What follows belongs to an exercise in optimizing a design on an open flow for small area; a production flow would make more cautious choices. Function was not checked in any run shown here: the RTL went through the layout flow alone. Power and IR drop assume default switching activity.

==> flow/design.v <==
module fb_mel_rom ( 
    x0, x1, x2, x3, x4, x5, x6, x7,
    z0, z1, z2, z3  );
  input  x0, x1, x2, x3, x4, x5, x6, x7;
  output z0, z1, z2, z3;
  wire new_n13, new_n14, new_n15, new_n16, new_n17, new_n18, new_n19,
    new_n20, new_n21, new_n22, new_n23, new_n24, new_n25, new_n26, new_n27,
    new_n28, new_n29, new_n30, new_n31, new_n32, new_n33, new_n34, new_n35,
    new_n36, new_n37, new_n38, new_n39, new_n40, new_n41, new_n42, new_n43,
    new_n44, new_n45, new_n46, new_n47, new_n48, new_n49, new_n50, new_n51,
    new_n52, new_n53, new_n54, new_n55, new_n56, new_n57, new_n58, new_n59,
    new_n60, new_n61, new_n62, new_n63, new_n64, new_n65, new_n66, new_n67,
    new_n68, new_n69, new_n70, new_n71, new_n72, new_n73, new_n74, new_n75,
    new_n76, new_n77, new_n78, new_n79, new_n80, new_n81, new_n82, new_n83,
    new_n84, new_n85, new_n86, new_n87, new_n88, new_n89, new_n90, new_n91,
    new_n92, new_n93, new_n94, new_n95, new_n96, new_n97, new_n98, new_n99,
    new_n100, new_n101, new_n102, new_n103, new_n104, new_n105, new_n106,
    new_n107, new_n108, new_n109, new_n110, new_n111, new_n112, new_n113,
    new_n114, new_n115, new_n116, new_n117, new_n118, new_n119, new_n120,
    new_n121, new_n122, new_n123, new_n124, new_n125, new_n126, new_n127,
    new_n128, new_n129, new_n130, new_n131, new_n132, new_n133, new_n134,
    new_n135, new_n136, new_n137, new_n138, new_n139, new_n140, new_n141,
    new_n142, new_n143, new_n144, new_n145, new_n146, new_n147, new_n148,
    new_n149, new_n150, new_n151, new_n152, new_n153, new_n154, new_n155,
    new_n156, new_n157, new_n158, new_n159, new_n160, new_n161, new_n162,
    new_n163, new_n164, new_n165, new_n166, new_n167, new_n168, new_n169,
    new_n170, new_n171, new_n172, new_n173, new_n174, new_n175, new_n176,
    new_n177, new_n178, new_n179, new_n180, new_n181, new_n182, new_n183,
    new_n184, new_n185, new_n186, new_n187, new_n188, new_n189, new_n190,
    new_n191, new_n192, new_n193, new_n194, new_n195, new_n196, new_n197,
    new_n198, new_n199, new_n200, new_n201, new_n202, new_n203, new_n204,
    new_n205, new_n206, new_n207, new_n208, new_n209, new_n210, new_n211,
    new_n212, new_n213, new_n214, new_n215, new_n216, new_n217, new_n218,
    new_n219, new_n220, new_n221, new_n222, new_n223, new_n224, new_n225,
    new_n226, new_n227, new_n228, new_n229, new_n230, new_n231, new_n232,
    new_n233, new_n234, new_n235, new_n236, new_n237, new_n238, new_n239,
    new_n240, new_n241, new_n242, new_n243, new_n244, new_n245, new_n246,
    new_n247, new_n248, new_n249, new_n250, new_n251, new_n252, new_n253,
    new_n254, new_n255, new_n256, new_n257, new_n258, new_n259, new_n260,
    new_n261, new_n262, new_n263, new_n264, new_n265, new_n266, new_n267,
    new_n268, new_n269, new_n270, new_n271, new_n272, new_n273, new_n274,
    new_n275, new_n276, new_n277, new_n278, new_n279, new_n280, new_n281,
    new_n282, new_n283, new_n284, new_n285, new_n286, new_n287, new_n288,
    new_n289, new_n290, new_n291, new_n292, new_n293, new_n294, new_n295,
    new_n296, new_n297, new_n298, new_n299, new_n300, new_n301, new_n302,
    new_n303, new_n304, new_n305, new_n306, new_n307, new_n308, new_n309,
    new_n310, new_n311, new_n312, new_n313, new_n314, new_n315, new_n316,
    new_n317, new_n318, new_n319, new_n320, new_n321, new_n322, new_n323,
    new_n324, new_n325, new_n326, new_n327, new_n328, new_n329, new_n330,
    new_n331, new_n332, new_n333, new_n334, new_n335, new_n336, new_n337,
    new_n338, new_n339, new_n340, new_n341, new_n342, new_n343, new_n344,
    new_n345, new_n346, new_n347, new_n348, new_n349, new_n350, new_n351,
    new_n352, new_n353, new_n354, new_n355, new_n356, new_n357, new_n358,
    new_n359, new_n360, new_n361, new_n362, new_n363, new_n364, new_n365,
    new_n366, new_n367, new_n368, new_n369, new_n370, new_n371, new_n372,
    new_n373, new_n374, new_n375, new_n376, new_n377, new_n378, new_n379,
    new_n380, new_n381, new_n382, new_n383, new_n384, new_n385, new_n386,
    new_n387, new_n388, new_n389, new_n390, new_n391, new_n392, new_n393,
    new_n394, new_n395, new_n396, new_n397, new_n398, new_n399, new_n400,
    new_n401, new_n402, new_n403, new_n404, new_n405, new_n406, new_n407,
    new_n408, new_n409, new_n410, new_n411, new_n412, new_n413, new_n414,
    new_n415, new_n416, new_n417, new_n418, new_n419, new_n420, new_n421,
    new_n422, new_n423, new_n424, new_n425, new_n426, new_n427, new_n428,
    new_n429, new_n430, new_n431, new_n432, new_n433, new_n434, new_n435,
    new_n436, new_n437, new_n438, new_n439, new_n440, new_n441, new_n442,
    new_n443, new_n444, new_n445, new_n446, new_n447, new_n448, new_n449,
    new_n450, new_n451, new_n452, new_n453, new_n454, new_n455, new_n456,
    new_n457, new_n458, new_n459, new_n460, new_n461, new_n462, new_n463,
    new_n464, new_n465, new_n466, new_n467, new_n468, new_n469, new_n470,
    new_n471, new_n472, new_n473, new_n474, new_n475, new_n476, new_n477,
    new_n478, new_n479, new_n480, new_n481, new_n482, new_n483, new_n484,
    new_n485, new_n486, new_n487, new_n488, new_n489, new_n490, new_n491,
    new_n492, new_n494, new_n495, new_n496, new_n497, new_n498, new_n499,
    new_n500, new_n501, new_n502, new_n503, new_n504, new_n506, new_n507,
    new_n508, new_n509, new_n510, new_n511;
  assign new_n13 = ~x1 & ~x3;
  assign new_n14 = ~x2 & x4;
  assign new_n15 = ~x7 & new_n14;
  assign new_n16 = x5 & new_n15;
  assign new_n17 = x5 & ~x7;
  assign new_n18 = new_n14 & new_n17;
  assign new_n19 = ~x0 & x5;
  assign new_n20 = x0 & ~x5;
  assign new_n21 = ~x6 & x7;
  assign new_n22 = ~new_n20 & new_n21;
  assign new_n23 = ~new_n19 & ~new_n22;
  assign new_n24 = x4 & ~new_n23;
  assign new_n25 = ~new_n19 & ~new_n21;
  assign new_n26 = x4 & ~new_n20;
  assign new_n27 = ~new_n25 & new_n26;
  assign new_n28 = ~new_n470 & ~new_n471;
  assign new_n29 = new_n13 & ~new_n28;
  assign new_n30 = ~x0 & ~x5;
  assign new_n31 = x1 & ~x3;
  assign new_n32 = ~x6 & new_n31;
  assign new_n33 = ~x4 & new_n32;
  assign new_n34 = new_n30 & new_n33;
  assign new_n35 = x6 & ~x7;
  assign new_n36 = ~new_n21 & ~new_n35;
  assign new_n37 = x1 & x3;
  assign new_n38 = ~x5 & new_n37;
  assign new_n39 = ~new_n36 & new_n38;
  assign new_n40 = new_n14 & new_n39;
  assign new_n41 = new_n14 & new_n38;
  assign new_n42 = ~new_n36 & new_n41;
  assign new_n43 = ~x2 & new_n37;
  assign new_n44 = x4 & ~x5;
  assign new_n45 = ~new_n36 & new_n44;
  assign new_n46 = new_n43 & new_n45;
  assign new_n47 = ~new_n34 & ~new_n472;
  assign new_n48 = ~x1 & x3;
  assign new_n49 = new_n30 & new_n48;
  assign new_n50 = ~x6 & ~x7;
  assign new_n51 = new_n49 & new_n50;
  assign new_n52 = x6 & x7;
  assign new_n53 = new_n37 & new_n52;
  assign new_n54 = ~x5 & new_n53;
  assign new_n55 = ~new_n51 & ~new_n54;
  assign new_n56 = ~x4 & ~new_n55;
  assign new_n57 = new_n47 & ~new_n56;
  assign new_n58 = x6 & new_n30;
  assign new_n59 = ~x2 & ~x4;
  assign new_n60 = new_n58 & new_n59;
  assign new_n61 = x3 & new_n60;
  assign new_n62 = x3 & new_n59;
  assign new_n63 = new_n58 & new_n62;
  assign new_n64 = x2 & x4;
  assign new_n65 = x6 & new_n64;
  assign new_n66 = ~x0 & new_n13;
  assign new_n67 = new_n65 & new_n66;
  assign new_n68 = ~new_n473 & ~new_n67;
  assign new_n69 = ~x5 & new_n59;
  assign new_n70 = ~new_n13 & ~new_n37;
  assign new_n71 = new_n69 & new_n70;
  assign new_n72 = new_n37 & new_n59;
  assign new_n73 = ~x0 & new_n72;
  assign new_n74 = ~x0 & new_n59;
  assign new_n75 = new_n37 & new_n74;
  assign new_n76 = x2 & ~x4;
  assign new_n77 = x5 & new_n48;
  assign new_n78 = new_n76 & new_n77;
  assign new_n79 = ~new_n474 & ~new_n78;
  assign new_n80 = ~new_n71 & new_n79;
  assign new_n81 = ~new_n71 & ~new_n78;
  assign new_n82 = ~new_n474 & new_n81;
  assign new_n83 = new_n35 & ~new_n475;
  assign new_n84 = new_n30 & new_n31;
  assign new_n85 = new_n19 & ~new_n36;
  assign new_n86 = new_n13 & new_n85;
  assign new_n87 = ~new_n84 & ~new_n86;
  assign new_n88 = ~x2 & ~new_n87;
  assign new_n89 = ~new_n83 & ~new_n88;
  assign new_n90 = new_n68 & new_n89;
  assign new_n91 = new_n57 & new_n90;
  assign new_n92 = x0 & x5;
  assign new_n93 = new_n14 & new_n31;
  assign new_n94 = x2 & new_n48;
  assign new_n95 = ~new_n93 & ~new_n94;
  assign new_n96 = new_n92 & ~new_n95;
  assign new_n97 = x6 & new_n96;
  assign new_n98 = x6 & new_n92;
  assign new_n99 = ~new_n95 & new_n98;
  assign new_n100 = new_n76 & new_n92;
  assign new_n101 = ~x1 & ~x7;
  assign new_n102 = ~new_n32 & ~new_n101;
  assign new_n103 = new_n100 & ~new_n102;
  assign new_n104 = x2 & new_n20;
  assign new_n105 = ~x4 & new_n104;
  assign new_n106 = new_n20 & new_n76;
  assign new_n107 = x1 & new_n21;
  assign new_n108 = ~new_n37 & ~new_n107;
  assign new_n109 = new_n477 & ~new_n108;
  assign new_n110 = ~new_n103 & ~new_n109;
  assign new_n111 = ~new_n476 & new_n110;
  assign new_n112 = ~x3 & ~x4;
  assign new_n113 = ~new_n43 & ~new_n112;
  assign new_n114 = new_n50 & new_n92;
  assign new_n115 = ~new_n113 & new_n114;
  assign new_n116 = ~x4 & new_n20;
  assign new_n117 = new_n19 & new_n76;
  assign new_n118 = ~new_n116 & ~new_n117;
  assign new_n119 = new_n37 & ~new_n118;
  assign new_n120 = new_n50 & new_n119;
  assign new_n121 = new_n37 & new_n50;
  assign new_n122 = ~new_n118 & new_n121;
  assign new_n123 = ~new_n115 & ~new_n478;
  assign new_n124 = new_n13 & new_n52;
  assign new_n125 = ~x2 & new_n20;
  assign new_n126 = new_n124 & new_n125;
  assign new_n127 = ~new_n69 & new_n118;
  assign new_n128 = new_n21 & ~new_n127;
  assign new_n129 = new_n48 & new_n128;
  assign new_n130 = new_n21 & new_n48;
  assign new_n131 = ~new_n127 & new_n130;
  assign new_n132 = ~new_n126 & ~new_n479;
  assign new_n133 = new_n123 & new_n132;
  assign new_n134 = new_n111 & new_n133;
  assign new_n135 = new_n91 & new_n134;
  assign new_n136 = ~new_n29 & new_n135;
  assign new_n137 = ~x4 & new_n51;
  assign new_n138 = ~x4 & new_n50;
  assign new_n139 = new_n49 & new_n138;
  assign new_n140 = ~x2 & new_n84;
  assign new_n141 = ~new_n480 & ~new_n140;
  assign new_n142 = ~x2 & new_n86;
  assign new_n143 = ~x2 & new_n13;
  assign new_n144 = new_n19 & new_n143;
  assign new_n145 = ~new_n36 & new_n144;
  assign new_n146 = ~new_n479 & ~new_n481;
  assign new_n147 = new_n141 & new_n146;
  assign new_n148 = ~new_n103 & ~new_n115;
  assign new_n149 = ~new_n472 & ~new_n109;
  assign new_n150 = new_n148 & new_n149;
  assign new_n151 = ~new_n29 & new_n150;
  assign new_n152 = new_n147 & new_n151;
  assign new_n153 = ~x4 & new_n53;
  assign new_n154 = ~x5 & new_n153;
  assign new_n155 = ~new_n67 & ~new_n126;
  assign new_n156 = ~new_n473 & new_n155;
  assign new_n157 = ~new_n154 & new_n156;
  assign new_n158 = ~new_n34 & ~new_n476;
  assign new_n159 = ~new_n478 & new_n158;
  assign new_n160 = ~new_n83 & new_n159;
  assign new_n161 = new_n157 & new_n160;
  assign new_n162 = new_n152 & new_n161;
  assign new_n163 = ~new_n473 & new_n141;
  assign new_n164 = ~new_n103 & new_n155;
  assign new_n165 = new_n163 & new_n164;
  assign new_n166 = ~new_n29 & ~new_n479;
  assign new_n167 = new_n165 & new_n166;
  assign new_n168 = ~new_n115 & ~new_n154;
  assign new_n169 = ~new_n109 & ~new_n481;
  assign new_n170 = new_n168 & new_n169;
  assign new_n171 = ~new_n476 & ~new_n478;
  assign new_n172 = new_n47 & new_n171;
  assign new_n173 = new_n170 & new_n172;
  assign new_n174 = ~new_n83 & new_n173;
  assign new_n175 = new_n167 & new_n174;
  assign new_n176 = new_n20 & new_n64;
  assign new_n177 = x7 & new_n176;
  assign new_n178 = ~x3 & ~x7;
  assign new_n179 = ~x6 & new_n178;
  assign new_n180 = ~x3 & new_n50;
  assign new_n181 = ~new_n124 & ~new_n483;
  assign new_n182 = ~new_n107 & new_n181;
  assign new_n183 = ~new_n107 & ~new_n483;
  assign new_n184 = ~new_n124 & new_n183;
  assign new_n185 = ~new_n107 & ~new_n124;
  assign new_n186 = ~new_n483 & new_n185;
  assign new_n187 = new_n117 & ~new_n484;
  assign new_n188 = new_n13 & new_n76;
  assign new_n189 = ~x5 & ~x6;
  assign new_n190 = x0 & new_n21;
  assign new_n191 = ~new_n189 & ~new_n190;
  assign new_n192 = ~x6 & ~new_n19;
  assign new_n193 = ~new_n17 & new_n192;
  assign new_n194 = new_n188 & new_n485;
  assign new_n195 = ~new_n187 & ~new_n194;
  assign new_n196 = ~new_n177 & new_n195;
  assign new_n197 = x4 & new_n92;
  assign new_n198 = x3 & new_n21;
  assign new_n199 = ~new_n124 & ~new_n198;
  assign new_n200 = new_n197 & ~new_n199;
  assign new_n201 = ~new_n66 & ~new_n77;
  assign new_n202 = x6 & ~new_n201;
  assign new_n203 = new_n20 & new_n35;
  assign new_n204 = ~x5 & new_n21;
  assign new_n205 = ~new_n203 & ~new_n204;
  assign new_n206 = ~x1 & ~new_n205;
  assign new_n207 = ~x0 & x6;
  assign new_n208 = ~x1 & ~x5;
  assign new_n209 = ~new_n207 & new_n208;
  assign new_n210 = ~new_n36 & new_n209;
  assign new_n211 = ~new_n202 & ~new_n486;
  assign new_n212 = new_n14 & ~new_n211;
  assign new_n213 = ~new_n200 & ~new_n212;
  assign new_n214 = x4 & new_n50;
  assign new_n215 = ~new_n64 & ~new_n214;
  assign new_n216 = new_n38 & ~new_n215;
  assign new_n217 = ~x2 & ~new_n50;
  assign new_n218 = new_n44 & ~new_n217;
  assign new_n219 = new_n37 & new_n218;
  assign new_n220 = new_n37 & new_n44;
  assign new_n221 = ~new_n217 & new_n220;
  assign new_n222 = new_n52 & new_n59;
  assign new_n223 = new_n50 & new_n64;
  assign new_n224 = ~new_n222 & ~new_n223;
  assign new_n225 = x3 & ~new_n224;
  assign new_n226 = ~new_n52 & ~new_n64;
  assign new_n227 = ~new_n50 & ~new_n59;
  assign new_n228 = x3 & ~new_n227;
  assign new_n229 = x3 & new_n50;
  assign new_n230 = ~new_n62 & ~new_n229;
  assign new_n231 = ~new_n226 & ~new_n488;
  assign new_n232 = ~new_n153 & ~new_n489;
  assign new_n233 = x5 & ~new_n232;
  assign new_n234 = ~new_n487 & ~new_n233;
  assign new_n235 = new_n213 & new_n234;
  assign new_n236 = new_n196 & new_n235;
  assign new_n237 = new_n20 & new_n50;
  assign new_n238 = new_n70 & new_n237;
  assign new_n239 = ~new_n14 & new_n19;
  assign new_n240 = ~new_n125 & ~new_n239;
  assign new_n241 = new_n32 & ~new_n240;
  assign new_n242 = new_n64 & new_n77;
  assign new_n243 = ~x2 & new_n49;
  assign new_n244 = ~new_n242 & ~new_n243;
  assign new_n245 = ~x6 & ~new_n244;
  assign new_n246 = ~new_n241 & ~new_n245;
  assign new_n247 = ~new_n238 & new_n246;
  assign new_n248 = x0 & ~x6;
  assign new_n249 = ~new_n20 & ~new_n248;
  assign new_n250 = x4 & ~new_n249;
  assign new_n251 = x5 & x6;
  assign new_n252 = x0 & x4;
  assign new_n253 = ~new_n251 & new_n252;
  assign new_n254 = new_n19 & new_n59;
  assign new_n255 = ~new_n490 & ~new_n254;
  assign new_n256 = new_n48 & ~new_n255;
  assign new_n257 = ~x4 & new_n19;
  assign new_n258 = ~new_n197 & ~new_n257;
  assign new_n259 = new_n37 & ~new_n258;
  assign new_n260 = ~new_n30 & ~new_n92;
  assign new_n261 = x2 & new_n31;
  assign new_n262 = ~new_n260 & new_n261;
  assign new_n263 = ~x1 & new_n477;
  assign new_n264 = ~new_n262 & ~new_n263;
  assign new_n265 = ~new_n259 & new_n264;
  assign new_n266 = x6 & ~new_n265;
  assign new_n267 = ~new_n256 & ~new_n266;
  assign new_n268 = new_n52 & new_n116;
  assign new_n269 = new_n31 & new_n268;
  assign new_n270 = new_n20 & new_n52;
  assign new_n271 = ~x4 & new_n31;
  assign new_n272 = new_n270 & new_n271;
  assign new_n273 = new_n31 & new_n52;
  assign new_n274 = new_n116 & new_n273;
  assign new_n275 = new_n30 & new_n50;
  assign new_n276 = x2 & ~new_n70;
  assign new_n277 = new_n275 & new_n276;
  assign new_n278 = x2 & new_n275;
  assign new_n279 = ~new_n70 & new_n278;
  assign new_n280 = x2 & new_n30;
  assign new_n281 = new_n50 & ~new_n70;
  assign new_n282 = new_n280 & new_n281;
  assign new_n283 = ~new_n491 & ~new_n492;
  assign new_n284 = new_n267 & new_n283;
  assign new_n285 = new_n247 & new_n284;
  assign new_n286 = new_n236 & new_n285;
  assign new_n287 = ~new_n200 & ~new_n238;
  assign new_n288 = ~new_n487 & new_n287;
  assign new_n289 = ~new_n245 & new_n288;
  assign new_n290 = ~new_n266 & new_n289;
  assign new_n291 = ~new_n212 & ~new_n233;
  assign new_n292 = ~new_n187 & ~new_n256;
  assign new_n293 = ~new_n241 & ~new_n492;
  assign new_n294 = ~new_n177 & ~new_n491;
  assign new_n295 = ~new_n194 & new_n294;
  assign new_n296 = new_n293 & new_n295;
  assign new_n297 = new_n292 & new_n296;
  assign new_n298 = new_n291 & new_n297;
  assign new_n299 = new_n290 & new_n298;
  assign new_n300 = ~new_n238 & ~new_n491;
  assign new_n301 = ~new_n177 & ~new_n487;
  assign new_n302 = new_n300 & new_n301;
  assign new_n303 = new_n293 & new_n302;
  assign new_n304 = ~new_n187 & ~new_n245;
  assign new_n305 = new_n303 & new_n304;
  assign new_n306 = ~new_n194 & ~new_n200;
  assign new_n307 = ~new_n256 & new_n306;
  assign new_n308 = ~new_n233 & new_n307;
  assign new_n309 = ~new_n212 & ~new_n266;
  assign new_n310 = new_n308 & new_n309;
  assign new_n311 = new_n305 & new_n310;
  assign new_n312 = x2 & new_n92;
  assign new_n313 = new_n52 & new_n312;
  assign new_n314 = ~new_n48 & ~new_n101;
  assign new_n315 = new_n100 & ~new_n314;
  assign new_n316 = x5 & ~new_n52;
  assign new_n317 = ~new_n270 & ~new_n316;
  assign new_n318 = new_n13 & ~new_n317;
  assign new_n319 = ~x5 & ~new_n52;
  assign new_n320 = ~new_n20 & new_n52;
  assign new_n321 = new_n13 & ~new_n320;
  assign new_n322 = ~new_n319 & new_n321;
  assign new_n323 = new_n30 & ~new_n50;
  assign new_n324 = ~new_n237 & ~new_n323;
  assign new_n325 = x1 & ~new_n324;
  assign new_n326 = ~new_n494 & ~new_n325;
  assign new_n327 = new_n14 & ~new_n326;
  assign new_n328 = x0 & new_n53;
  assign new_n329 = x1 & new_n92;
  assign new_n330 = x0 & x1;
  assign new_n331 = x5 & new_n330;
  assign new_n332 = new_n50 & new_n495;
  assign new_n333 = x1 & new_n114;
  assign new_n334 = ~new_n328 & ~new_n496;
  assign new_n335 = new_n59 & ~new_n334;
  assign new_n336 = new_n35 & new_n69;
  assign new_n337 = new_n31 & new_n336;
  assign new_n338 = new_n31 & new_n35;
  assign new_n339 = new_n69 & new_n338;
  assign new_n340 = ~new_n13 & new_n477;
  assign new_n341 = ~x6 & new_n340;
  assign new_n342 = ~x6 & ~new_n13;
  assign new_n343 = new_n477 & new_n342;
  assign new_n344 = ~new_n497 & ~new_n498;
  assign new_n345 = ~new_n335 & new_n344;
  assign new_n346 = ~new_n327 & new_n345;
  assign new_n347 = ~new_n315 & new_n346;
  assign new_n348 = ~new_n315 & ~new_n335;
  assign new_n349 = ~new_n498 & new_n348;
  assign new_n350 = ~new_n497 & new_n349;
  assign new_n351 = ~new_n315 & new_n344;
  assign new_n352 = ~new_n335 & new_n351;
  assign new_n353 = ~new_n327 & new_n499;
  assign new_n354 = new_n53 & new_n92;
  assign new_n355 = new_n500 & ~new_n354;
  assign new_n356 = ~new_n313 & new_n355;
  assign new_n357 = new_n58 & new_n188;
  assign new_n358 = new_n49 & new_n59;
  assign new_n359 = ~new_n357 & ~new_n358;
  assign new_n360 = new_n14 & new_n19;
  assign new_n361 = ~new_n70 & new_n360;
  assign new_n362 = new_n359 & ~new_n361;
  assign new_n363 = new_n356 & new_n362;
  assign new_n364 = new_n64 & new_n203;
  assign new_n365 = new_n35 & new_n176;
  assign new_n366 = x6 & new_n100;
  assign new_n367 = ~new_n501 & ~new_n366;
  assign new_n368 = ~x3 & ~new_n367;
  assign new_n369 = new_n33 & ~new_n260;
  assign new_n370 = ~new_n140 & ~new_n369;
  assign new_n371 = ~new_n368 & new_n370;
  assign new_n372 = x5 & new_n70;
  assign new_n373 = ~new_n330 & ~new_n372;
  assign new_n374 = new_n65 & ~new_n373;
  assign new_n375 = new_n37 & new_n64;
  assign new_n376 = x0 & new_n375;
  assign new_n377 = x3 & new_n64;
  assign new_n378 = new_n330 & new_n377;
  assign new_n379 = ~new_n107 & ~new_n229;
  assign new_n380 = new_n20 & ~new_n379;
  assign new_n381 = x2 & new_n380;
  assign new_n382 = new_n104 & ~new_n379;
  assign new_n383 = ~new_n502 & ~new_n503;
  assign new_n384 = ~new_n374 & new_n383;
  assign new_n385 = new_n371 & new_n384;
  assign new_n386 = new_n363 & new_n385;
  assign new_n387 = ~new_n313 & ~new_n357;
  assign new_n388 = ~new_n369 & new_n387;
  assign new_n389 = ~new_n354 & ~new_n361;
  assign new_n390 = ~new_n503 & new_n389;
  assign new_n391 = new_n388 & new_n390;
  assign new_n392 = ~new_n140 & ~new_n502;
  assign new_n393 = ~new_n358 & new_n392;
  assign new_n394 = ~new_n374 & new_n393;
  assign new_n395 = new_n391 & new_n394;
  assign new_n396 = ~new_n368 & new_n395;
  assign new_n397 = ~new_n361 & ~new_n502;
  assign new_n398 = new_n359 & new_n397;
  assign new_n399 = ~new_n140 & ~new_n313;
  assign new_n400 = ~new_n503 & new_n399;
  assign new_n401 = new_n398 & new_n400;
  assign new_n402 = ~new_n33 & ~new_n328;
  assign new_n403 = ~new_n260 & ~new_n402;
  assign new_n404 = ~new_n368 & ~new_n403;
  assign new_n405 = ~new_n374 & new_n404;
  assign new_n406 = new_n401 & new_n405;
  assign new_n407 = new_n500 & new_n504;
  assign new_n408 = ~new_n84 & new_n500;
  assign new_n409 = new_n53 & new_n197;
  assign new_n410 = ~new_n77 & ~new_n495;
  assign new_n411 = new_n65 & ~new_n410;
  assign new_n412 = ~new_n48 & ~new_n330;
  assign new_n413 = new_n64 & new_n251;
  assign new_n414 = ~new_n412 & new_n413;
  assign new_n415 = ~x1 & new_n313;
  assign new_n416 = ~new_n506 & ~new_n415;
  assign new_n417 = ~new_n409 & new_n416;
  assign new_n418 = new_n408 & new_n417;
  assign new_n419 = ~x1 & ~x6;
  assign new_n420 = ~new_n178 & ~new_n419;
  assign new_n421 = new_n176 & ~new_n420;
  assign new_n422 = ~x2 & new_n48;
  assign new_n423 = ~new_n261 & ~new_n422;
  assign new_n424 = ~x0 & ~new_n423;
  assign new_n425 = ~x5 & new_n64;
  assign new_n426 = ~x4 & new_n92;
  assign new_n427 = ~new_n425 & ~new_n426;
  assign new_n428 = new_n31 & ~new_n427;
  assign new_n429 = ~new_n64 & ~new_n92;
  assign new_n430 = x4 & x5;
  assign new_n431 = new_n31 & ~new_n430;
  assign new_n432 = ~new_n429 & new_n431;
  assign new_n433 = ~new_n424 & ~new_n507;
  assign new_n434 = ~new_n421 & new_n433;
  assign new_n435 = ~x5 & new_n32;
  assign new_n436 = x4 & new_n435;
  assign new_n437 = new_n32 & new_n44;
  assign new_n438 = new_n30 & new_n76;
  assign new_n439 = ~x3 & new_n438;
  assign new_n440 = ~x3 & new_n76;
  assign new_n441 = new_n30 & new_n440;
  assign new_n442 = new_n112 & new_n280;
  assign new_n443 = ~new_n508 & ~new_n509;
  assign new_n444 = ~new_n31 & new_n360;
  assign new_n445 = new_n443 & ~new_n444;
  assign new_n446 = new_n434 & new_n445;
  assign new_n447 = new_n418 & new_n446;
  assign new_n448 = ~new_n84 & ~new_n409;
  assign new_n449 = ~new_n506 & new_n448;
  assign new_n450 = ~new_n508 & ~new_n444;
  assign new_n451 = ~new_n421 & ~new_n509;
  assign new_n452 = new_n450 & new_n451;
  assign new_n453 = ~new_n415 & ~new_n507;
  assign new_n454 = new_n452 & new_n453;
  assign new_n455 = new_n449 & new_n454;
  assign new_n456 = ~new_n424 & new_n455;
  assign new_n457 = ~new_n84 & ~new_n506;
  assign new_n458 = new_n176 & new_n178;
  assign new_n459 = ~new_n409 & ~new_n458;
  assign new_n460 = new_n457 & new_n459;
  assign new_n461 = ~new_n424 & new_n460;
  assign new_n462 = ~x6 & new_n176;
  assign new_n463 = ~new_n313 & ~new_n462;
  assign new_n464 = ~x1 & ~new_n463;
  assign new_n465 = ~new_n507 & ~new_n444;
  assign new_n466 = new_n443 & new_n465;
  assign new_n467 = ~new_n464 & new_n466;
  assign new_n468 = new_n461 & new_n467;
  assign new_n469 = new_n500 & new_n510;
  assign new_n470 = new_n18 | new_n16;
  assign new_n471 = new_n27 | new_n24;
  assign new_n472 = new_n40 | new_n46 | new_n42;
  assign new_n473 = new_n63 | new_n61;
  assign new_n474 = new_n75 | new_n73;
  assign new_n475 = new_n82 | new_n80;
  assign new_n476 = new_n99 | new_n97;
  assign new_n477 = new_n106 | new_n105;
  assign new_n478 = new_n122 | new_n120;
  assign new_n479 = new_n131 | new_n129;
  assign new_n480 = new_n139 | new_n137;
  assign new_n481 = new_n145 | new_n142;
  assign new_n482 = new_n136 | new_n175 | new_n162;
  assign new_n483 = new_n180 | new_n179;
  assign new_n484 = new_n182 | new_n186 | new_n184;
  assign new_n485 = new_n193 | ~new_n191;
  assign new_n486 = new_n210 | new_n206;
  assign new_n487 = new_n216 | new_n221 | new_n219;
  assign new_n488 = new_n230 | ~new_n228;
  assign new_n489 = new_n231 | new_n225;
  assign new_n490 = new_n253 | new_n250;
  assign new_n491 = new_n269 | new_n274 | new_n272;
  assign new_n492 = new_n277 | new_n282 | new_n279;
  assign z1 = new_n286 | new_n311 | new_n299;
  assign new_n494 = new_n322 | new_n318;
  assign new_n495 = new_n331 | new_n329;
  assign new_n496 = new_n333 | new_n332;
  assign new_n497 = new_n339 | new_n337;
  assign new_n498 = new_n343 | new_n341;
  assign new_n499 = new_n352 | new_n350;
  assign new_n500 = new_n353 | new_n347;
  assign new_n501 = new_n365 | new_n364;
  assign new_n502 = new_n378 | new_n376;
  assign new_n503 = new_n382 | new_n381;
  assign new_n504 = new_n406 | new_n396;
  assign z2 = new_n407 | new_n386;
  assign new_n506 = new_n414 | new_n411;
  assign new_n507 = new_n432 | new_n428;
  assign new_n508 = new_n437 | new_n436;
  assign new_n509 = new_n439 | new_n442 | new_n441;
  assign new_n510 = new_n468 | new_n456;
  assign new_n511 = new_n469 | new_n447;
  assign z0 = ~new_n482;
  assign z3 = ~new_n511;
endmodule
module fb_tone_rom ( 
    x0, x1, x2, x3,
    z00, z01, z02, z03, z04, z05, z06, z07, z08, z09, z10, z11, z12, z13,
    z14  );
  input  x0, x1, x2, x3;
  output z00, z01, z02, z03, z04, z05, z06, z07, z08, z09, z10, z11, z12, z13,
    z14;
  wire new_n20, new_n21, new_n22, new_n23, new_n24, new_n25, new_n26,
    new_n27, new_n28, new_n29, new_n30, new_n31, new_n32, new_n33, new_n34,
    new_n35, new_n36, new_n37, new_n38, new_n39, new_n40, new_n41, new_n42,
    new_n43, new_n44, new_n45, new_n46, new_n47, new_n48, new_n49, new_n50,
    new_n51, new_n52, new_n53, new_n54, new_n55, new_n56, new_n57, new_n58,
    new_n59, new_n60, new_n61, new_n62, new_n63, new_n64, new_n65, new_n66,
    new_n67, new_n68, new_n69, new_n70, new_n71, new_n72, new_n73, new_n74,
    new_n75, new_n76, new_n77, new_n78, new_n79, new_n80, new_n81, new_n82,
    new_n83, new_n84, new_n85, new_n86, new_n87, new_n88, new_n89, new_n90,
    new_n91, new_n92, new_n93, new_n94, new_n95, new_n96, new_n97, new_n98,
    new_n99, new_n100, new_n101, new_n102, new_n103, new_n104, new_n105,
    new_n106, new_n107, new_n108, new_n109, new_n110, new_n111;
  assign new_n20 = ~x0 & ~x1;
  assign new_n21 = x3 & new_n20;
  assign new_n22 = ~x0 & x3;
  assign new_n23 = ~x1 & new_n22;
  assign new_n24 = ~x2 & x3;
  assign new_n25 = x0 & x1;
  assign new_n26 = new_n24 & new_n25;
  assign new_n27 = ~new_n98 & ~new_n26;
  assign new_n28 = x2 & ~x3;
  assign new_n29 = x1 & new_n28;
  assign new_n30 = new_n27 & ~new_n29;
  assign new_n31 = ~x1 & new_n28;
  assign new_n32 = new_n27 & ~new_n31;
  assign new_n33 = ~new_n98 & ~new_n24;
  assign new_n34 = x0 & ~x1;
  assign new_n35 = new_n28 & new_n34;
  assign new_n36 = x0 & new_n28;
  assign new_n37 = ~x1 & new_n36;
  assign new_n38 = new_n33 & ~new_n99;
  assign new_n39 = ~x0 & x1;
  assign new_n40 = ~new_n34 & ~new_n39;
  assign new_n41 = new_n28 & ~new_n40;
  assign new_n42 = ~new_n20 & new_n28;
  assign new_n43 = ~new_n25 & new_n42;
  assign new_n44 = ~new_n24 & ~new_n100;
  assign new_n45 = x3 & new_n39;
  assign new_n46 = x1 & new_n22;
  assign new_n47 = new_n24 & ~new_n34;
  assign new_n48 = ~new_n31 & ~new_n47;
  assign new_n49 = ~new_n101 & new_n48;
  assign new_n50 = ~new_n101 & ~new_n47;
  assign new_n51 = ~new_n31 & new_n50;
  assign new_n52 = ~new_n31 & ~new_n101;
  assign new_n53 = ~new_n47 & new_n52;
  assign new_n54 = ~x0 & x2;
  assign new_n55 = ~new_n22 & ~new_n31;
  assign new_n56 = ~new_n54 & new_n55;
  assign new_n57 = ~new_n22 & ~new_n54;
  assign new_n58 = ~new_n31 & new_n57;
  assign new_n59 = ~x1 & new_n24;
  assign new_n60 = ~new_n28 & ~new_n59;
  assign new_n61 = ~new_n54 & new_n60;
  assign new_n62 = ~new_n28 & ~new_n54;
  assign new_n63 = ~new_n59 & new_n62;
  assign new_n64 = x1 & new_n24;
  assign new_n65 = new_n28 & new_n39;
  assign new_n66 = ~new_n64 & ~new_n65;
  assign new_n67 = ~new_n98 & new_n66;
  assign new_n68 = ~new_n98 & ~new_n64;
  assign new_n69 = ~new_n65 & new_n68;
  assign new_n70 = ~new_n98 & ~new_n65;
  assign new_n71 = ~new_n64 & new_n70;
  assign new_n72 = ~new_n42 & ~new_n47;
  assign new_n73 = ~new_n22 & ~new_n36;
  assign new_n74 = new_n20 & new_n24;
  assign new_n75 = x2 & new_n101;
  assign new_n76 = new_n28 & ~new_n39;
  assign new_n77 = ~new_n75 & ~new_n76;
  assign new_n78 = ~new_n74 & new_n77;
  assign new_n79 = ~new_n74 & ~new_n76;
  assign new_n80 = ~new_n75 & new_n79;
  assign new_n81 = x2 & new_n20;
  assign new_n82 = ~x1 & new_n54;
  assign new_n83 = new_n24 & ~new_n25;
  assign new_n84 = ~new_n28 & ~new_n83;
  assign new_n85 = ~new_n107 & new_n84;
  assign new_n86 = ~new_n28 & ~new_n107;
  assign new_n87 = ~new_n83 & new_n86;
  assign new_n88 = ~new_n100 & ~new_n74;
  assign new_n89 = ~new_n26 & new_n88;
  assign new_n90 = ~new_n39 & new_n47;
  assign new_n91 = ~new_n100 & ~new_n90;
  assign new_n92 = x0 & new_n29;
  assign new_n93 = new_n25 & new_n28;
  assign new_n94 = ~new_n107 & ~new_n110;
  assign new_n95 = ~new_n47 & new_n94;
  assign new_n96 = ~new_n47 & ~new_n107;
  assign new_n97 = ~new_n110 & new_n96;
  assign new_n98 = new_n23 | new_n21;
  assign new_n99 = new_n37 | new_n35;
  assign new_n100 = new_n43 | new_n41;
  assign new_n101 = new_n46 | new_n45;
  assign new_n102 = new_n49 | new_n53 | new_n51;
  assign new_n103 = new_n58 | new_n56;
  assign new_n104 = new_n63 | new_n61;
  assign new_n105 = new_n67 | new_n71 | new_n69;
  assign new_n106 = new_n80 | new_n78;
  assign new_n107 = new_n82 | new_n81;
  assign new_n108 = new_n87 | new_n85;
  assign new_n109 = new_n91 | new_n89;
  assign new_n110 = new_n93 | new_n92;
  assign new_n111 = new_n97 | new_n95;
  assign z00 = ~new_n30;
  assign z01 = ~new_n32;
  assign z02 = ~new_n38;
  assign z03 = ~new_n44;
  assign z04 = ~new_n102;
  assign z05 = ~new_n103;
  assign z06 = ~new_n104;
  assign z07 = ~new_n105;
  assign z08 = ~new_n72;
  assign z09 = ~new_n73;
  assign z10 = ~new_n106;
  assign z11 = ~new_n33;
  assign z12 = ~new_n108;
  assign z13 = ~new_n109;
  assign z14 = ~new_n111;
endmodule
module flappybird(
  input  clk_100,
  input  rst,
  input  up,
  input  start,
  input  button,
  output wire audio,
  output wire [2:0] r,
  output wire [2:0] g,
  output wire [1:0] b,
  output wire hs,
  output wire vs,
  output wire [6:0] seven_seg,
  output wire [7:0] seg_select
);
  reg [11:0] m;
  always @(posedge clk_100)
    if (rst) m <= 12'd2;
    else     m <= m + 1'b1;
  wire ce     = (m[1:0] == 2'd3);         
  wire flyclk = (m[6:0] == 7'd63);        
  wire sjclk  = (m[2:0] == 3'd3);         
  wire diffck = (m == 12'd2047);          
  wire sclk_rise = (m[7:0] == 8'h81);     
  reg [4:0] hh;
  reg [9:0] vc;
  reg vsen;
  wire [9:0] hc = {hh, m[6:2]};
  wire hwrap = (hh == 5'd24) && (m[6:0] == 7'h7f);    
  always @(posedge clk_100)
    if (rst) begin
      hh <= 5'd0;
      vsen <= 1'b0;
      vc <= 10'd0;
    end else if (ce) begin
      if (m[6:2] == 5'd31) hh <= hwrap ? 5'd0 : hh + 1'b1;
      vsen <= hwrap;
      if (vsen) vc <= (vc == 10'd520) ? 10'd0 : vc + 1'b1;
    end
  assign hs = (hh >= 5'd3);               
  assign vs = (vc >= 10'd2);
  wire videoen = (hc >= 10'd144) && (hc < 10'd784) && (vc >= 10'd31) && (vc < 10'd511);
  reg [9:0] ub;         
  reg       firstup, strtgame;
  reg [9:0] rb;         
  reg [9:0] gap;        
  reg [2:0] spd;        
  reg [8:0] rnd_hi;     
  reg       success, first;
  wire [9:0] rnd = {rnd_hi, m[3] ^ m[2]};
  wire bird_low  = (ub >= 10'd479) && (ub <= 10'd992);    
  wire [9:0] ug  = ub - gap;
  wire coll_geom = (ug > 10'd119) && (ub < 10'd993);       
  wire in_pipe   = (rb >= 10'd201) && (rb <= 10'd280);    
  always @(posedge clk_100)
    if (rst) rnd_hi <= 9'd75;
    else if (sjclk) begin
      if (m[3]) rnd_hi <= rnd_hi + 1'b1;
      else if (rnd_hi == 9'd200) rnd_hi <= 9'd17;
    end
  always @(posedge clk_100)
    if (rst) spd <= 3'd0;
    else if (diffck && spd != 3'd7) spd <= spd + 1'b1;
  always @(posedge clk_100)
    if (rst) begin
      strtgame <= 1'b0;
      firstup <= 1'b1;
      ub <= 10'd150;
    end else if (flyclk) begin
      if (up) strtgame <= 1'b1;
      if (!strtgame) ub <= 10'd150;
      else if (up && ub > 10'd31) begin
        if (firstup) begin
          ub <= ub - 10'd80;
          firstup <= 1'b0;
        end else if (!bird_low) ub <= ub + 10'd15;
      end else if (!bird_low) begin
        ub <= ub + 10'd15;
        firstup <= 1'b1;
      end
    end
  always @(posedge clk_100)
    if (rst) begin
      rb <= 10'd850;
      gap <= 10'd50;
    end else if (flyclk) begin
      if (!strtgame) begin
        rb <= 10'd850;
        gap <= 10'd50;
      end else if (rb < 10'd140) begin
        rb <= 10'd850;
        gap <= rnd;
      end else
        rb <= rb - {6'd1, spd};
    end
  wire score = flyclk && in_pipe && !(coll_geom && start) && first && success;
  always @(posedge clk_100)
    if (rst) begin
      success <= 1'b1;
      first <= 1'b1;
    end else if (flyclk) begin
      if (in_pipe) begin
        if (coll_geom && start) success <= 1'b0;
        else if (first && success) first <= 1'b0;
      end else if (bird_low) success <= 1'b0;
      else first <= 1'b1;
    end
  wire [9:0] tb_ = vc - ub - 10'd1;
  wire bird_px = (tb_ < 10'd30) && (hc >= 10'd201) && (hc <= 10'd230);
  wire [9:0] tp_ = rb - hc - 10'd1;
  wire [9:0] tv_ = vc - gap;
  wire pipe_px = (tp_ <= 10'd48) && (tv_ > 10'd150);
  reg [1:0] col;
  always @(posedge clk_100)
    if (rst) col <= 2'd0;
    else if (ce) begin
      if (!videoen) col <= 2'd0;
      else if (start) begin
        if (!success || bird_px) col <= 2'd1;
        else if (pipe_px) col <= 2'd2;
        else col <= 2'd3;
      end
    end
  wire red = (col == 2'd1), grn = (col == 2'd2), bgc = (col == 2'd3);
  assign r = {3{red}};
  assign g = {grn, grn, col[1]};
  assign b = {2{bgc}};
  reg [3:0] n0, n1, n2, n3;
  always @(posedge clk_100)
    if (rst) begin
      n0 <= 4'd0; n1 <= 4'd0; n2 <= 4'd0; n3 <= 4'd0;
    end else if (score) begin
      if (n0 == 4'd9) begin
        n0 <= 4'd0;
        if (n1 == 4'd9) begin
          n1 <= 4'd0;
          if (n2 == 4'd9) begin
            n2 <= 4'd0;
            n3 <= (n3 == 4'd9) ? 4'd0 : n3 + 1'b1;
          end else n2 <= n2 + 1'b1;
        end else n1 <= n1 + 1'b1;
      end else n0 <= n0 + 1'b1;
    end
  reg [1:0] sh;         
  reg [3:0] dig;        
  wire [1:0] shn = sh + 1'b1;
  always @(posedge clk_100)
    if (rst) begin
      sh <= 2'd3;
      dig <= 4'd15;
    end else if (sclk_rise) begin
      sh <= shn;
      case (shn)
        2'd0: dig <= n0;
        2'd1: dig <= n1;
        2'd2: dig <= n2;
        default: dig <= n3;
      endcase
    end
  wire [6:0] seg = (dig == 4'd0) ? 7'b0000001 :
                   (dig == 4'd1) ? 7'b1001111 :
                   (dig == 4'd2) ? 7'b0010010 :
                   (dig == 4'd3) ? 7'b0000110 :
                   (dig == 4'd4) ? 7'b1001100 :
                   (dig == 4'd5) ? 7'b0100100 :
                   (dig == 4'd6) ? 7'b0100000 :
                   (dig == 4'd7) ? 7'b0001111 :
                   (dig == 4'd8) ? 7'b0000000 :
                   (dig == 4'd9) ? 7'b0000100 : 7'b1111111;
  assign seven_seg = seg;
  wire shown = (dig != 4'd15);
  assign seg_select = {4'b1111, ~(shown && sh == 2'd3), ~(shown && sh == 2'd2),
                       ~(shown && sh == 2'd1), ~(shown && sh == 2'd0)};
  reg [1:0] t;
  always @(posedge clk_100)
    if (rst) t <= 2'd0;
    else t <= (t == 2'd2) ? 2'd0 : t + 1'b1;
  wire tick6 = (t == 2'd2) && !m[0];
  reg [11:0] nc;
  always @(posedge clk_100)
    if (rst) nc <= 12'hfff;
    else if (m[3:0] == 4'd1) nc <= (nc == 12'h4c5) ? 12'hfff : {nc[10:0], nc[11] ^ nc[10]};
  wire tick4 = (m[3:0] == 4'd9) && (nc == 12'h848);
  reg [7:0] nidx;
  localparam [7:0] NIDX_BEG = 8'd0, NIDX_END = 8'd246, NIDX_RST = 8'd254;
  always @(posedge clk_100)
    if (rst) nidx <= NIDX_RST;
    else if (tick4) nidx <= (nidx == NIDX_END) ? NIDX_BEG : nidx + 1'b1;
  wire [3:0] ncode;
  wire [14:0] nload;
fb_mel_rom mel_rom(nidx[7], nidx[6], nidx[5], nidx[4], nidx[3], nidx[2], nidx[1], nidx[0],
                     ncode[3], ncode[2], ncode[1], ncode[0]);
  fb_tone_rom tone_rom(ncode[3], ncode[2], ncode[1], ncode[0],
                       nload[14], nload[13], nload[12], nload[11], nload[10], nload[9], nload[8], nload[7],
                       nload[6], nload[5], nload[4], nload[3], nload[2], nload[1], nload[0]);
  reg [14:0] tc;
  reg audiof;
  always @(posedge clk_100)
    if (rst) begin
      tc <= 15'h7fff;
      audiof <= 1'b0;
    end else if (tick6) begin
      if (tc == 15'h007f) begin
        tc <= nload;
        audiof <= ~audiof;
      end else
        tc <= {tc[13:0], tc[14] ^ tc[13]};
    end
  assign audio = button ? audiof : 1'b1;
endmodule
==> flow/flow/run.sh <==
#!/bin/bash
# Standard ORFS layout, but synthesis maps the logic for area: an area-oriented ABC script in
# place of the speed script, and no half/full-adder cell mapping. Registers, their names and
# cell types are those of the standard synthesis (same synth_recipe.tcl, same flop mapping).
set -euo pipefail
rm -rf myscripts
cp -r "$FLOW_HOME/scripts" myscripts
cp flow/abc_area.script myscripts/abc_speed.script
bash standard.sh SCRIPTS_DIR="$PWD/myscripts" ADDER_MAP_FILE= synth > synth.log 2>&1
bash standard.sh > layout.log 2>&1
==> flow/flow/abc_area.script <==
strash
dc2
dch -f
amap
topo
==> flow/standard.sh <==
#!/bin/bash
# synth_recipe.tcl (not shown) runs the flow's synth.tcl, then flattens the netlist and writes it again
# the make line also repeats each setting of config.mk as NAME=value (left out here)
make -C /OpenROAD-flow-scripts/flow DESIGN_CONFIG=/design/flow/config.mk WORK_HOME=/design/flow/orfs CLKGATE_MAP_FILE= SYNTH_SCRIPT=/design/flow/synth_recipe.tcl "${@:-finish}"
==> flow/config.mk <==
export PLATFORM = sky130hd
export DESIGN_NAME = flappybird
export DESIGN_NICKNAME = flappybird
export VERILOG_FILES = /design/flow/design.v
export SDC_FILE = /design/flow/constraint.sdc
export NUM_CORES = 4
export LEC_CHECK = 0
export CAP_MARGIN = 20
export CORE_MARGIN = 2
export CORE_UTILIZATION = 40
export PLACE_DENSITY = 0.6
export SLEW_MARGIN = 20
==> flow/constraint.sdc <==
create_clock -name core_clock -period 10.0 [get_ports {clk_100}]
set_input_delay 2.0000 -clock core_clock [delete_from_list [all_inputs] [get_ports {clk_100}]]
set_output_delay 2.0000 -clock core_clock [all_outputs]
set_load 0.01 [all_outputs]
==> impl_metrics.tcl, run 1 <==
set metrics [dict create \
    outcome "timing/DRC/antenna clean" \
    relSlewSlack_pct 37.8 \
    drc 0 \
    ios 31 \
    cts_sinks 136 \
    layout_common_cells "238 x nor2_1, 176 x clkinv_1, 136 x dfxtp_1" \
    irDropWorstVdd_mv 0.123 \
    p_leak_nw 2.96 \
    io_buffers 26 \
    startpoint_type "flip-flop" \
    fmax_mhz 189 \
    cp.required_ps 10330 \
    cts_max_path_buffers 2 \
    multiInputGateArea_mm2 0.00446 \
    antenna_found_initial 0 \
    place_ws_ps 4780 \
    end_kind "flip-flop" \
    cts_setup_buffers 0 \
    synthCells 1155 \
    ys_seq_area_share_pct 34.3 \
    ctsRootBufferMaster "clkbuf_16" \
    min_period_ps 5280 \
    diodes 0 \
    numCtsBuffers 17 \
    post-route-period-util_pct 52.8 \
    wl_mm 22.4 \
    rsz0062_at_grt "false" \
    fin_nets 1203 \
    hold_viol 0 \
    via_count 8468 \
    async_flop_share_pct 0 \
    htreeDepth 4 \
    cp.arrival_ps 5610 \
    slew_violations 0 \
    cts.clk_slew.worst_paths_ps 60 \
    die_area_mm2 0.0210 \
    die_h_um 145 \
    yosys_register_bits 136 \
    grt_pass1_vias 7715 \
    maxCapViolCount 0 \
    yosys_warnings 1 \
    final_common_cell "nor2_1" \
    worst-path-max-fanout 4 \
    finalClockSkew_ps 11.3 \
    tritoncts "built" \
    ant_nets 0 \
    critPathKind "reg -> reg" \
    cts_resized 0 \
    grt_overflow_total 0 \
    layout-drive-gt1-share_pct 3.30 \
    setup_ws_ps 4720 \
    netlist-cell-type-count 46 \
    tightest_slew_ps 926 \
    synth_flop_cell "dfxtp_1" \
    wl_per_cell_um 15.1 \
    setup_viol 0 \
    seqCellArea_mm2 0.00272 \
    core_region_area_mm2 0.0195 \
    syn_area_per_cell_um2 6.86 \
    powerDensity_mw_per_mm2 136 \
    num_rows 51 \
    totalNegativeSetupSlack_ps 0 \
    grt_pass1_wl_mm 37.7 \
    start_util_pct 40.7 \
    dp_hpwl_mm 16.5 \
    grt.total_usage_pct 22.3 \
    n_fill_cell 1997 \
    die_w_um 145 \
    dr.first_iter.drc_count 781 \
    netlist_area_mm2 0.00793 \
    clock_latency_ps 430 \
    hold_buffers 0 \
    routed_via_density 5.74 \
    grt_max_degree 49 \
    area_growth_pct 14.8 \
    synth_edf_count 0 \
    drt-pass1-iter-count 8 \
    routabilityCongestion 0.990 \
    hold_class "reg -> reg" \
]
## synthesized netlist by cell type (all sizes together) (2+ instances only)
cell type	count	area, um2
o221ai	33	289
o21a	19	143
a31oi	15	93.8
nand3	23	115
a21oi	73	365
o22ai	31	194
buf	12	90.1
o41ai	5	43.8
nor2b	3	18.8
o31ai	4	30.0
nor2	238	893
or4	8	60.1
or2	3	18.8
nor3	56	280
o2111ai	3	26.3
dfxtp	136	2720
or3	9	56.3
a21o	2	15.0
nand2	89	334
o311ai	4	35.0
clkinv	176	661
o32ai	3	26.3
a211o	4	35.0
a211oi	32	240
o211ai	8	60.1
a222oi	2	20.0
o21ai	69	345
nand4	14	87.6
a221oi	8	70.1
nor4	16	100
and3	3	18.8
a2111oi	12	105
a22oi	21	158
a311oi	9	78.8
## registers in the layout, summed over array words and instances, names as in the netlist, 5 cells and up
register,count
tc,15
ub,10
m,12
rb,10
nidx,8
gap,10
hh,5
nc,12
rnd_hi,9
vc,10
## logic make-up (layout without fill, tap and decap cells)
kind of cell | after synthesis | count (layout) | synth area share [%]
and+or+nand+nor | 465 | 465 | 25.3
other | 1 | 4 | 0.0473
AOI/OAI and AO/OA | 365 | 365 | 30.9
buffers and inverters | 188 | 241 | 9.47
DFF | 136 | 136 | 34.3
## cell type report
cell class                      instances  share of cell area, %
Tap cell                              265                   3.64
Timing Repair Buffer                   33                   3.38
Clock buffer                           22                   5.43
Multi-Input combinational cell        834                   49.1
Inverter                              176                   7.26
Clock inverter                         10                   1.29
Sequential cell                       136                   29.9
## per-layer routing
layer	wire length (um)	vias up	global-route usage, %	part of all wire (%)
li1	-	4309	-	-
met1	10800	3852	31.9	48
met2	9810	266	34.1	44
met3	1270	41	4.15	5.7
met4	438	0	6.75	2.0
met5	0	-	0	0
## through the flow
stage	hold WS (ps)	instance area [um2]	power (mW)	util, %	instances
after global placement	417	8490	0.607	43.6	1444
final	430	9100	1.24	46.8	1476
after detailed placement	422	8490	0.607	43.6	1444
after CTS	431	9100	1.25	46.8	1476
after floorplan	406	7940	0.591	-	1158
after global routing	465	9100	1.29	46.8	1476
## final timing paths
check	cells past startpoint	endpoint	startpoint	slack [ps]
worst max register to register	23	n3[3]$_SDFFE_PP0P_	gap[1]$_SDFFE_PP1P_	4720
worst min register to register	1	t[0]$_SDFF_PP0_	t[0]$_SDFF_PP0_	430
worst max-delay path	23	n3[3]$_SDFFE_PP0P_	gap[1]$_SDFFE_PP1P_	4720
worst min-delay path	1	t[0]$_SDFF_PP0_	t[0]$_SDFF_PP0_	430
## where the power goes
| group | switching [mW] | internal, mW | leakage [nW] |
|---|---|---|---|
| Clock | 0.247 | 0.400 | 0.290 |
| Combinational | 0.0267 | 0.0124 | 1.57 |
| Sequential | 0.00634 | 0.550 | 1.10 |
## critical path, stage by stage (launching register included)
cell       delay [ps]
dfxtp_1           360
clkinv_1          130
a211oi_1          220
a221oi_1           80
a21oi_1           180
nor2_1             90
a21oi_1           170
nor2_1             70
a21oi_1           170
nor2_1             80
a21oi_1           180
clkinv_1          110
o2111ai_1         210
o21ai_0           120
or4_1             530
a31oi_1           300
nand3_1           200
nor4_1            530
nand3_1           220
nor3_1            420
nand3_1           230
nor2_1            180
nand2_1            90
a222oi_1          320
==> run 2: changes to the inputs <==
==> flow/flow/abc_area.script (replaced) <==
strash
dc2
&get -n
&deepsyn -T 150
&put
dch -f
amap
topo
==> run 2 against run 1 <==
  * Critical endpoint is now audio
  * Non-clock buffer count down 5
  * Critical path depth fell by 20
  * Highest routed layer unchanged
  * Maximum frequency is 6.0% higher
  * Largest cell class unchanged
  * Via count shrank 12%
  * Register-to-register slack better by 370 ps
==> impl_metrics.tcl, run 2 <==
set metrics [dict create \
    outcome "timing/DRC/antenna clean" \
    power.clock.fraction_pct 52.6 \
    cp.required_ps 8000 \
    synth_top_family_by_area "simple AND/OR/NAND/NOR gates" \
    hold_buffers 0 \
    cts.clk_slew.worst_paths_ps 60 \
    whs_endpoint "t[0]$_SDFF_PP0_" \
    reg2reg_slack_ps 5090 \
    n_fill_cell 1813 \
    min_period_ps 4990 \
    final_common_cell "nor2_1" \
    p_sw_uw 275 \
    synth-xor-area-share_pct 0.119 \
    die_area_mm2 0.0194 \
    yosys_warnings 1 \
    stdcell_count 1342 \
    dr.first_iter.drc_count 548 \
    ctsRootBufferMaster "clkbuf_16" \
    yosysTopAreaCellShare_pct 37.1 \
    r2r-end "tc[11]$_SDFFE_PP1P_" \
    yosysMostFrequentCell "nor2_1" \
    tightest_slew_ps 765 \
    drt-pass1-iter-count 6 \
    start_util_pct 40.8 \
    grt_pass1_vias 6834 \
    cp.arrival_ps 2990 \
    synth_top_area_cell "dfxtp_1" \
    r2r_cells 19 \
    min_from "t[0]$_SDFF_PP0_" \
    layout_common_cells "257 x nor2_1, 148 x clkinv_1, 136 x dfxtp_1" \
    ios 31 \
    tritoncts "built" \
    cts_setup_buffers 0 \
    top_register "tc" \
    synthCells 1062 \
    antenna_found_initial 0 \
    startpoint_type "input port" \
    r2r-start "nidx[1]$_SDFFE_PP1P_" \
    grt_pass1_wl_mm 32.7 \
    die_h_um 139 \
    finalClockSkew_ps 5.75 \
    rsz0062_at_grt "false" \
    hold_class "reg -> reg" \
    layout-drive-gt1-share_pct 3.32 \
    ys_seq_area_share_pct 37.1 \
    via_count 7489 \
    reg_top3 "tc (15), m (12), nc (12)" \
    dp_cells 1310 \
    wl_per_cell_um 14.4 \
    grt.total_usage_pct 20.2 \
    switching_share_pct 22.3 \
    htreeDepth 4 \
    area_growth_pct 15.0 \
    synth-adder-area-share_pct 0 \
    totalNegativeSetupSlack_ps 0 \
    pwr-share-comb_pct 2.8 \
    ys_top_cells_by_area "dfxtp_1 37%, nor2_1 13%, clkinv_1 7.6%" \
    clock_latency_ps 420 \
    drc 0 \
    diodes 0 \
    slew_violations 0 \
    routed_via_density 5.58 \
    num_rows 49 \
    synth_flop_cell "dfxtp_1" \
    worst-path-max-fanout 1 \
    synth_edf_count 0 \
    async_flop_share_pct 0 \
    routabilityCongestion 0.936 \
    ant_nets 0 \
    largest_reg_flops 15 \
    cts_max_path_buffers 2 \
    powerDensity_mw_per_mm2 146 \
    irDropWorstVdd_mv 0.110 \
    cts_sinks 136 \
    setup_viol 0 \
    numCtsBuffers 17 \
    grt_overflow_total 0 \
    power.internal_uw 957 \
    pwr-share-seq_pct 44.6 \
    fmax_mhz 201 \
    dp_hpwl_mm 14.5 \
    hold_viol 0 \
    slowest_stage "clkdlybuf4s50_1" \
    cpPeakStageDelay_ps 520 \
    maxCapViolCount 0 \
    p_leak_nw 2.83 \
    netlist_area_mm2 0.00733 \
    post-route-period-util_pct 49.9 \
    die_w_um 139 \
    synth_common_cells "257 x nor2_1, 148 x clkinv_1, 136 x dfxtp_1, 81 x o21ai_0, 68 x nand2_1" \
    core_region_area_mm2 0.0180 \
    syn_area_per_cell_um2 6.90 \
    hold_path_depth 1 \
    end_kind "primary output" \
    fin_nets 1105 \
    grt_max_degree 41 \
    wl_mm 19.3 \
    yosys_register_bits 136 \
    yosys-mux-area-fraction_pct 0 \
    netlist-cell-type-count 50 \
    crit_path_cell_trace "clkdlybuf4s50_1 > nand2_1 > clkdlybuf4s50_1" \
    io_buffers 26 \
    cpMostUsedCell "clkdlybuf4s50_1" \
    yosys.area_share.simple_pct 27.1 \
    cts_resized 0 \
    synth-compound-area-share_pct 26.8 \
    critPathKind "in -> out" \
    relSlewSlack_pct 48.3 \
]
-- run 2: final cells by class --
type	instances	area (um2)	area share [%]
Clock inverter	14	171	2.03
Clock buffer	18	439	5.21
Sequential cell	136	2720	32.3
Tap cell	229	287	3.40
Multi-Input combinational cell	769	3990	47.3
Timing Repair Buffer	28	270	3.21
Inverter	148	556	6.59
-- run 2: metal layers --
metal  wire length [um]  GRT usage (%)  vias to the layer above
met2               8520           31.4                      236
li1                   -              -                     3871
met3               1050           3.65                       34
met5                  0              0                        -
met1               9420           28.3                     3348
met4                276           6.86                        0
-- run 2: worst max path at each step --
stage / start / end / cells after the start
after detailed placement: up / ub[9]$_SDFFE_PP0N_ / 16
after global routing: m[0]$_SDFF_PP0_ / ub[9]$_SDFFE_PP0N_ / 22
after floorplan: up / ub[9]$_SDFFE_PP0N_ / 15
after global placement: up / ub[9]$_SDFFE_PP0N_ / 16
final: button / audio / 3
after CTS: button / audio / 3
-- run 2: worst max-delay path: cells and delay by family --
family / cells / cell delay (ps)
buffers and inverters: 2 / 920
AND/OR/NAND/NOR: 1 / 60
-- run 2: power by group through the flow --
stage                     Combinational (mW)  Clock [mW]  Sequential, mW
final                                 0.0343       0.649           0.549
after global routing                  0.0384       0.687           0.549
after CTS                             0.0343       0.661           0.549
after detailed placement              0.0342           0           0.561
after global placement                0.0343           0           0.561
after floorplan                       0.0225           0           0.560
-- run 2: through the flow --
stage	power, mW	utilization (%)	setup slack (ps)	hold slack [ps]	instance area [um2]
4_1_cts	1.24	46.9	5000	423	8420
3_3_place_gp	0.595	43.5	4930	406	7810
5_1_grt	1.27	46.9	4510	433	8430
6_report	1.23	46.9	5010	425	8430
3_5_place_dp	0.595	43.5	4770	414	7810
2_1_floorplan	0.583	-	5680	398	7340
-- run 2: logic make-up after synthesis --
logic type / after synthesis
DFF: 136
other: 1
xor gates and xnor gates: 1
buffers and inverters: 160
and+or+nand+nor: 461
AOI/OAI and AO/OA: 303
==> run 3: changes to the inputs <==
--- a/flow/flow/run.sh
+++ b/flow/flow/run.sh
@@ -3,4 +3,5 @@
 # place of the speed script, and no half/full-adder cell mapping. Registers, their names and
 # cell types are those of the standard synthesis (same synth_recipe.tcl, same flop mapping).
+# Clock tree: smaller buffers and no dummy loads.
 set -euo pipefail
 rm -rf myscripts
@@ -8,3 +9,3 @@
 cp flow/abc_area.script myscripts/abc_speed.script
 bash standard.sh SCRIPTS_DIR="$PWD/myscripts" ADDER_MAP_FILE= synth > synth.log 2>&1
-bash standard.sh > layout.log 2>&1
+bash standard.sh "CTS_ARGS=-sink_clustering_enable -repair_clock_nets -dont_use_dummy_load -buf_list sky130_fd_sc_hd__clkbuf_4 -sink_clustering_size 30 -sink_clustering_max_diameter 120" > layout.log 2>&1
==> flow/flow/abc_area.script (replaced) <==
strash
dc2
dch -f
amap
topo
==> run 3 against run 2 <==
  * Still clean on timing, DRC and antenna
  * Area after synthesis increased by 8.1%
  * Sequential power increased by 1%
  * Cell area increased by 2.2%
  * Total power decreased by 31%
  * First-iteration DRC count increased by 44%
  * Highest routed layer unchanged
==> impl_metrics.tcl, run 3 <==
set metrics [dict create \
    drt-pass1-iter-count 5 \
    ios 31 \
    whs_ps 435 \
    grt_pass1_wl_mm 37.1 \
    finalClockSkew_ps 36.6 \
    ys_seq_area_share_pct 34.3 \
    synth_flop_cell "dfxtp_1" \
    powerDensity_mw_per_mm2 98.0 \
    hold_buffers 0 \
    syn_area_per_cell_um2 6.86 \
    htreeDepth 4 \
    r2r_cells 23 \
    layout-drive-gt1-share_pct 2.09 \
    synth_common_cells "238 x nor2_1, 176 x clkinv_1, 136 x dfxtp_1, 89 x nand2_1, 73 x a21oi_1" \
    wl_mm 21.9 \
    worst-path-max-fanout 4 \
    maxCapViolCount 0 \
    dr.first_iter.drc_count 790 \
    relSlewSlack_pct 37.8 \
    min_period_ps 5260 \
    min_from "t[0]$_SDFF_PP0_" \
    cts_max_path_buffers 2 \
    hold_viol 0 \
    yosys_register_bits 136 \
    die_w_um 145 \
    post-route-period-util_pct 52.6 \
    slew_violations 0 \
    pwr-share-seq_pct 65.7 \
    netlist_area_mm2 0.00793 \
    fmax_mhz 190 \
    fin_nets 1203 \
    tritoncts "built" \
    largest_reg_flops 15 \
    cts_resized 0 \
    hold_class "reg -> reg" \
    setup_ws_ps 4740 \
    cp.required_ps 10440 \
    die_area_mm2 0.0210 \
    numCtsBuffers 17 \
    pwr-share-comb_pct 4.6 \
    outcome "timing/DRC/antenna clean" \
    cts.clk_slew.worst_paths_ps 120 \
    top_register "tc" \
    synth_top_area_cell "dfxtp_1" \
    async_flop_share_pct 0 \
    grt.total_usage_pct 21.8 \
    die_h_um 145 \
    wl_per_cell_um 15.0 \
    netlist-cell-type-count 46 \
    p_leak_nw 2.75 \
    rsz0062_at_grt "false" \
    synthCells 1155 \
    place_ws_ps 4780 \
    totalNegativeSetupSlack_ps 0 \
    yosys_warnings 1 \
    startpoint_type "flip-flop" \
    clock_latency_ps 530 \
    crit_family "simple AND/OR/NAND/NOR gates" \
    r2r-start "gap[1]$_SDFFE_PP1P_" \
    final_common_cell "nor2_1" \
    area_growth_pct 8.71 \
    core_region_area_mm2 0.0195 \
    cts_sinks 136 \
    setup_viol 0 \
    routed_via_density 5.77 \
    end_kind "flip-flop" \
    ctsRootBufferMaster "clkbuf_4" \
    grt_overflow_total 0 \
    cpPeakStageDelay_ps 530 \
    crit_buf_inv 2 \
    io_buffers 26 \
    switching_share_pct 24.3 \
    layout_common_cells "238 x nor2_1, 176 x clkinv_1, 136 x dfxtp_1" \
    cts_setup_buffers 0 \
    grt_max_degree 49 \
    r2r-end "n3[3]$_SDFFE_PP0P_" \
    irDropWorstVdd_mv 0.0833 \
    critPathKind "reg -> reg" \
    via_count 8436 \
    ant_nets 0 \
    tightest_slew_ps 925 \
    dp_hpwl_mm 16.5 \
    yosysTopAreaCellShare_pct 34.3 \
    crit_path_cell_trace "clkinv_1 > a211oi_1 > a221oi_1 > a21oi_1 > nor2_1 > a21oi_1 > nor2_1 > a21oi_1 > nor2_1 > a21oi_1 > clkinv_1 > o2111ai_1 > o21ai_0 > or4_1 > a31oi_1 > nand3_1 > nor4_1 > nand3_1 > nor3_1 > nand3_1 > nor2_1 > nand2_1 > a222oi_1" \
    drc 0 \
    reg_top3 "tc (15), m (12), nc (12)" \
    yosysMostFrequentCell "nor2_1" \
    finalPower_uw 845 \
    power.clock.fraction_pct 29.7 \
    cp.arrival_ps 5700 \
    grt_pass1_vias 7645 \
    synth_edf_count 0 \
    slowest_stage "or4_1" \
    whs_endpoint "t[0]$_SDFF_PP0_" \
    ys_top_cells_by_area "dfxtp_1 34%, nor2_1 11%, clkinv_1 8.3%" \
    start_util_pct 40.7 \
    antenna_found_initial 1 \
    reg2reg_slack_ps 4740 \
    hold_path_depth 1 \
    routabilityCongestion 0.990 \
    num_rows 51 \
    p_sw_uw 206 \
    power.internal_uw 639 \
]
==> run 3: cell types whose count changed after synthesis, sizes merged, moves of 5 or more <==
| cell | delta |
|---|---|
| o21ai | -12 |
| a311oi | +9 |
| clkinv | +28 |
| o21a | +7 |
| a21oi | +15 |
| nand2 | +21 |
| a2111oi | +8 |
| or4 | +5 |
| a22oi | +14 |
| o221ai | +25 |
| o22a | -14 |
| nor2 | -19 |
| nor2b | -7 |
==> run 3: cell type report <==
cell class	instances	area, um2
flip-flops and latches	136	2720
multi-input cells	834	4460
well taps	265	332
fillers	2050	10800
repair buffers	33	308
inverters	176	661
diodes	1	2.50
clock buffers	17	128
==> run 3: how the worst max path moves through the flow <==
stage	from	to	cells after the start
finish	gap[1]$_SDFFE_PP1P_	n3[3]$_SDFFE_PP0P_	23
CTS	gap[1]$_SDFFE_PP1P_	n3[3]$_SDFFE_PP0P_	23
floorplan	gap[1]$_SDFFE_PP1P_	n3[3]$_SDFFE_PP0P_	23
detailed placement	gap[1]$_SDFFE_PP1P_	n3[3]$_SDFFE_PP0P_	23
global route	gap[1]$_SDFFE_PP1P_	n3[3]$_SDFFE_PP0P_	23
global placement	gap[1]$_SDFFE_PP1P_	n3[3]$_SDFFE_PP0P_	23
==> run 3: cells by family (layout without fill, tap and decap cells) <==
kind of cell / Yosys count / in the layout / share of synthesized area (%)
flip-flops: 136 / 136 / 34.3
buffers and inverters: 188 / 226 / 9.47
other: 1 / 5 / 0.0473
AND/OR/NAND/NOR: 465 / 465 / 25.3
AO/OA/AOI/OAI: 365 / 365 / 30.9
==> run 3: metal layers <==
metal	part of all wire (%)	GRT usage (%)	wire (um)
met1	49	31.5	10600
met2	44	33.4	9580
met5	0	0	0
met4	1.7	6.13	379
met3	5.9	3.92	1290
==> run 3: power groups by stage <==
| stage | Sequential [mW] | Clock (mW) | Combinational [mW] |
|---|---|---|---|
| 6_report | 0.555 | 0.251 | 0.0389 |
| 4_1_cts | 0.555 | 0.262 | 0.0392 |
| 3_5_place_dp | 0.568 | 0 | 0.0392 |
| 2_1_floorplan | 0.566 | 0 | 0.0253 |
| 3_3_place_gp | 0.568 | 0 | 0.0392 |
| 5_1_grt | 0.557 | 0.287 | 0.0442 |
==> run 3: per-stage QoR <==
step                cell area [um2]  cells  util (%)
CTS                            8610   1461      44.3
detailed placement             8490   1444      43.6
global placement               8490   1444      43.6
global route                   8620   1462      44.3
finish                         8620   1462      44.3
floorplan                      7940   1158         -

## afterwards: timing with drivers on the ports
How much do the figures lean on ideal ports? The routed layouts below were timed once more, with nothing changed but the port constraints. Step 1: set_driving_cell puts a clkbuf_16 on clk_100 and a buf_2 on each other input, an assumption about the parent block. Step 2 times the ports against the registers' clock, not the clock port: input delays grow and output delays shrink by t, the midpoint of the rising clock arrivals with the driver on. Three values: ideal ports, drivers, drivers and shift; two values: the first two.
run | shift t [ns] | slack for setup (ns) | slew at the worst register clock pin (ns) | cell pins on the clock port's net
run 1 | 0.467 | 4.715 / 4.715 / 4.715 | 0.06 / 0.06 | 1
run 2 | 0.461 | 5.013 / 4.990 / 4.722 | 0.06 / 0.06 | 1
run 3 | 0.545 | 4.736 / 4.736 / 4.736 | 0.12 / 0.12 | 1
After both steps every run listed still meets setup and hold. The setup slack of run 2, which loses most, moves by -0.023 ns with the drivers and by -0.291 ns with both steps.
